Context: an optimization exercise on an open-source flow, tuned for small area, a short achievable clock period and few clock cycles. The choices shown serve that exercise and are no tape-out recipe.
Function was checked by simulation only, so behaviour that the tests miss may differ from the original.

==> flow/design.v <==
module HT_TOP(
    input clk,
    input rst_n,
    input in_valid,
    input [2:0] in_weight,
    input out_mode,
    output reg out_valid,
    output reg out_code
);
function [3:0] add3(input [2:0] a, input [2:0] b);
    reg [2:0] g, p; reg [3:0] c;
    begin
        g = a & b; p = a ^ b;
        c[0] = 1'b0;
        c[1] = g[0];
        c[2] = g[1] | (p[1] & g[0]);
        c[3] = g[2] | (p[2] & g[1]) | (p[2] & p[1] & g[0]);
        add3 = {c[3], p ^ c[2:0]};
    end
endfunction
function [5:0] add6(input [5:0] a, input [5:0] b);
    reg [5:0] g, p, c;
    begin
        g = a & b; p = a ^ b;
        c[0] = 1'b0;
        c[1] = g[0];
        c[2] = g[1] | (p[1] & g[0]);
        c[3] = g[2] | (p[2] & g[1]) | (p[2] & p[1] & g[0]);
        c[4] = g[3] | (p[3] & g[2]) | (p[3] & p[2] & g[1]) | (p[3] & p[2] & p[1] & g[0]);
        c[5] = g[4] | (p[4] & g[3]) | (p[4] & p[3] & g[2]) | (p[4] & p[3] & p[2] & g[1])
             | (p[4] & p[3] & p[2] & p[1] & g[0]);
        add6 = p ^ c;
    end
endfunction
function ge3(input [2:0] a, input [2:0] b);
    reg [2:0] gt, lt;
    begin
        gt = a & ~b; lt = ~a & b;
        ge3 = ~(lt[2] | (~gt[2] & (lt[1] | (~gt[1] & lt[0]))));
    end
endfunction
function ge6(input [5:0] a, input [5:0] b);
    reg [5:0] gt, lt;
    begin
        gt = a & ~b; lt = ~a & b;
        ge6 = ~(lt[5] | (~gt[5] & (lt[4] | (~gt[4] & (lt[3] | (~gt[3] &
              (lt[2] | (~gt[2] & (lt[1] | (~gt[1] & lt[0]))))))))));
    end
endfunction
reg       iv;               
reg       om;               
always @(posedge clk or negedge rst_n) begin
    if (!rst_n)
        iv <= 1'b0;
    else
        iv <= in_valid;
end
always @(posedge clk) begin
    om <= out_mode;
end
localparam IDLE = 2'd0, IN = 2'd1, MERGE = 2'd2, OUT = 2'd3;
reg [1:0] phase;
reg [2:0] cnt;
reg [4:0] coh;             
reg       mode;
reg [5:0] w [0:7];
reg [4:0] m [0:7];
reg [5:0] Y;               
reg [6:0] cr [0:4];        
reg [4:0] rootbit;         
reg       rb;              
reg in_phase;               
wire [2:0] k = (phase == IN) ? cnt : 3'd0;    
wire md = (phase == IN) ? mode : om;
reg [4:0] leaf_m;
always @(*) begin
    leaf_m = 5'd0;
    if (!md) begin
        case (k)
            3'd4: leaf_m = 5'b00001;
            3'd5: leaf_m = 5'b00010;
            3'd6: leaf_m = 5'b00100;
            3'd7: leaf_m = 5'b01000;
            3'd3: leaf_m = 5'b10000;
            default: leaf_m = 5'd0;
        endcase
    end else begin
        case (k)
            3'd4: leaf_m = 5'b00001;
            3'd2: leaf_m = 5'b00010;
            3'd5: leaf_m = 5'b00100;
            3'd0: leaf_m = 5'b01000;
            3'd1: leaf_m = 5'b10000;
            default: leaf_m = 5'd0;
        endcase
    end
end
wire [9:0] st, c;
genvar g;
generate
    for (g = 0; g < 8; g = g + 1) begin : cmp
        assign c[g]  = ge6(w[g], Y);
        assign st[g] = (k > 7 - g) && c[g];
    end
endgenerate
assign st[9:8] = 2'b11;
assign c[9:8]  = 2'b11;
wire [5:0] nw = Y;
wire [4:0] nm = in_phase ? leaf_m : (m[0] | m[1]);
wire [5:0] wx [0:9];
wire [4:0] mx [0:9];
generate
    for (g = 0; g < 8; g = g + 1) begin : ext
        assign wx[g] = w[g];
        assign mx[g] = m[g];
    end
endgenerate
assign wx[8] = 6'h3f; assign wx[9] = 6'h3f;
assign mx[8] = 5'd0;  assign mx[9] = 5'd0;
wire [3:0] s_in_a = add3(Y[2:0], w[1][2:0]);
wire [3:0] s_in_b = add3(w[1][2:0], w[2][2:0]);
wire [5:0] s_m_a = add6(Y, w[2]);
wire [5:0] s_m_b = add6(w[2], w[3]);
wire [5:0] s_next = in_phase ? (st[2] ? {2'd0, s_in_a} : {2'd0, s_in_b})
                             : (c[3] ? s_m_a : s_m_b);
wire [7:0] selA, selB;
wire [10:0] dA [0:7];
wire [10:0] dB [0:7];
wire [10:0] dN = {nm, nw};
generate
    for (g = 0; g < 8; g = g + 1) begin : upd
        assign selA[g] = in_phase ? st[g] : (g > 0 ? c[g+1] : 1'b0);
        assign selB[g] = in_phase ? st[g+1] : c[g+2];
        assign dA[g] = in_phase ? {mx[g], wx[g]} : {mx[g+1], wx[g+1]};
        assign dB[g] = in_phase ? {mx[g+1], wx[g+1]} : {mx[g+2], wx[g+2]};
        wire [10:0] nxt = ({11{selA[g]}} & dA[g]) | ({11{~selA[g] & selB[g]}} & dN)
                        | ({11{~selB[g]}} & dB[g]);
        always @(posedge clk) begin
            w[g] <= nxt[5:0];
            m[g] <= nxt[10:6];
        end
    end
endgenerate
always @(posedge clk)
    Y <= ip_next ? {3'd0, in_weight} : s_next;
wire fuse = (phase == MERGE) && (cnt == 3'd5);
wire ip_next = !((phase == IN && cnt == 3'd7) || (phase == MERGE && !fuse));
integer j;
always @(posedge clk) begin
    for (j = 0; j < 5; j = j + 1) begin
        if (phase == IDLE || phase == IN)
            cr[j] <= 7'd1;
        else if (phase == MERGE) begin
            if (m[0][j] | m[1][j])
                cr[j] <= {cr[j][5:0], m[0][j]};
            if (fuse)
                rootbit[j] <= ~((m[0][j] | m[1][j]) ^ c[2]);
        end else if (coh[j] && !rb)
            cr[j] <= {1'b0, cr[j][6:1]};
    end
end
reg [4:0] emp, lst, top;
always @(*) begin
    for (j = 0; j < 5; j = j + 1) begin
        emp[j] = (cr[j] == 7'd1);
        lst[j] = (cr[j][6:1] == 6'd1);
        top[j] = cr[j][0];
    end
end
wire cempty = |(coh & emp);
wire last = |(coh & lst);
wire adv = rb ? cempty : last;       
wire empty0 = (cr[0] == 7'd1) && !(m[0][0] | m[1][0]);
always @(posedge clk or negedge rst_n) begin
    if (!rst_n) begin
        phase <= IDLE;
        out_valid <= 1'b0;
        out_code <= 1'b0;
    end else begin
        case (phase)
            IDLE: begin
                out_valid <= 1'b0;
                if (iv) phase <= IN;
            end
            IN: begin
                if (cnt == 3'd7) phase <= MERGE;
            end
            MERGE: begin
                if (fuse) begin
                    phase <= OUT;
                    out_valid <= 1'b1;
                    out_code <= ~((m[0][0] | m[1][0]) ^ c[2]);
                end
            end
            OUT: begin
                out_code <= |(coh & (rb ? rootbit : top));
                if (adv && coh[4]) phase <= IDLE;
            end
        endcase
    end
end
always @(posedge clk or negedge rst_n) begin
    if (!rst_n)
        in_phase <= 1'b1;
    else
        in_phase <= ip_next;
end
always @(posedge clk) begin
    case (phase)
        IDLE: begin
            cnt <= 3'd1;
            mode <= om;
        end
        IN: cnt <= cnt + 3'd1;
        MERGE: begin
            cnt <= cnt + 3'd1;
            coh <= empty0 ? 5'b00010 : 5'b00001;
            rb <= empty0;
        end
        OUT: begin
            if (adv) begin
                coh <= {coh[3:0], 1'b0};
                rb <= 1'b1;
            end else
                rb <= 1'b0;
        end
    endcase
end
endmodule
export LEC_CHECK = 0
export ABC_AREA = 1
export CAP_MARGIN = 20
export CORE_MARGIN = 2
export CORE_UTILIZATION = 40
export SETUP_SLACK_MARGIN = 3.6
export SLEW_MARGIN = 20
create_clock -name core_clock -period 6.0 [get_ports {clk}]
run.sh (not shown) runs the stock make flow with config.mk's settings and CLKGATE_MAP_FILE= SYNTH_SCRIPT=/design/flow/synth_recipe.tcl, a recipe that flattens the netlist after the stock synthesis.
Testbench counts at the start, summed over its fixed seeds: cycles 17,157.
Change:
--- a/flow/design.v
+++ b/flow/design.v
@@ -45,36 +45,33 @@
         gt = a & ~b; lt = ~a & b;
         ge6 = ~(lt[5] | (~gt[5] & (lt[4] | (~gt[4] & (lt[3] | (~gt[3] &
               (lt[2] | (~gt[2] & (lt[1] | (~gt[1] & lt[0]))))))))));
     end
 endfunction
 reg       iv;               
-reg       om;               
 always @(posedge clk or negedge rst_n) begin
     if (!rst_n)
         iv <= 1'b0;
     else
         iv <= in_valid;
 end
 always @(posedge clk) begin
-    om <= out_mode;
 end
 localparam IDLE = 2'd0, IN = 2'd1, MERGE = 2'd2, OUT = 2'd3;
 reg [1:0] phase;
-reg [2:0] cnt;
+reg [2:0] cnt;             
 reg [4:0] coh;             
-reg       mode;
 reg [5:0] w [0:7];
 reg [4:0] m [0:7];
 reg [5:0] Y;               
 reg [6:0] cr [0:4];        
 reg [4:0] rootbit;         
 reg       rb;              
 reg in_phase;               
-wire [2:0] k = (phase == IN) ? cnt : 3'd0;    
-wire md = (phase == IN) ? mode : om;
+wire [2:0] k = cnt;         
+wire md = mode;
 reg [4:0] leaf_m;
 always @(*) begin
     leaf_m = 5'd0;
     if (!md) begin
         case (k)
             3'd4: leaf_m = 5'b00001;
@@ -202,21 +199,27 @@
 always @(posedge clk or negedge rst_n) begin
     if (!rst_n)
         in_phase <= 1'b1;
     else
         in_phase <= ip_next;
 end
+always @(posedge clk or negedge rst_n) begin
+    if (!rst_n)
+        cnt <= 3'd0;
+    else if ((phase == IDLE && iv) || phase == IN || (phase == MERGE && !fuse))
+        cnt <= cnt + 3'd1;
+    else if (fuse)
+        cnt <= 3'd0;
+end
+reg mode;
+always @(posedge clk)
+    if (in_valid && !iv)
+        mode <= out_mode;
 always @(posedge clk) begin
     case (phase)
-        IDLE: begin
-            cnt <= 3'd1;
-            mode <= om;
-        end
-        IN: cnt <= cnt + 3'd1;
         MERGE: begin
-            cnt <= cnt + 3'd1;
             coh <= empty0 ? 5'b00010 : 5'b00001;
             rb <= empty0;
         end
         OUT: begin
             if (adv) begin
                 coh <= {coh[3:0], 1'b0};
Outcome:
- The new run finished with timing, DRC and antenna clean
- count of clock-buffer cells in the layout went up by 3
- utilization barely changes
- sequential share of layout area went down by 0.23 points
- synthesized area went up by a few percent
- non-clock buffer count went up by 2
- first-iteration DRC count went up by a little under a tenth
Testbench counts after the change, summed over its fixed seeds: cycles 17,157.

static timing again, ports no longer ideal:
No port has a modelled driver above. Below, the same layouts with a new extraction and two added sets of constraints.
Step 1 assumes that a clkbuf_16 drives the clock port and a buf_2 every other input.
Step 2 adds t to the input delays and takes it off the output delays; t is the mean of the earliest and latest rising clock arrival at the registers after step 1. Input paths then give back, and output paths get back, about the clock's delay inside the block.
Slacks: ideal / step 1 / step 2; pairs: ideal / step 1.
run | shift t [ns] | slack for setup (ns) | hold slack, ns | worst setup path at the end
the first run | 0.476 | 3.707 / 3.661 / 3.712 | 0.440 / 0.440 / 0.440 | register to register
the second run | 0.466 | 3.678 / 3.636 / 3.749 | 0.469 / 0.469 / 0.469 | register to register
After both steps setup and hold are still met in every run listed.
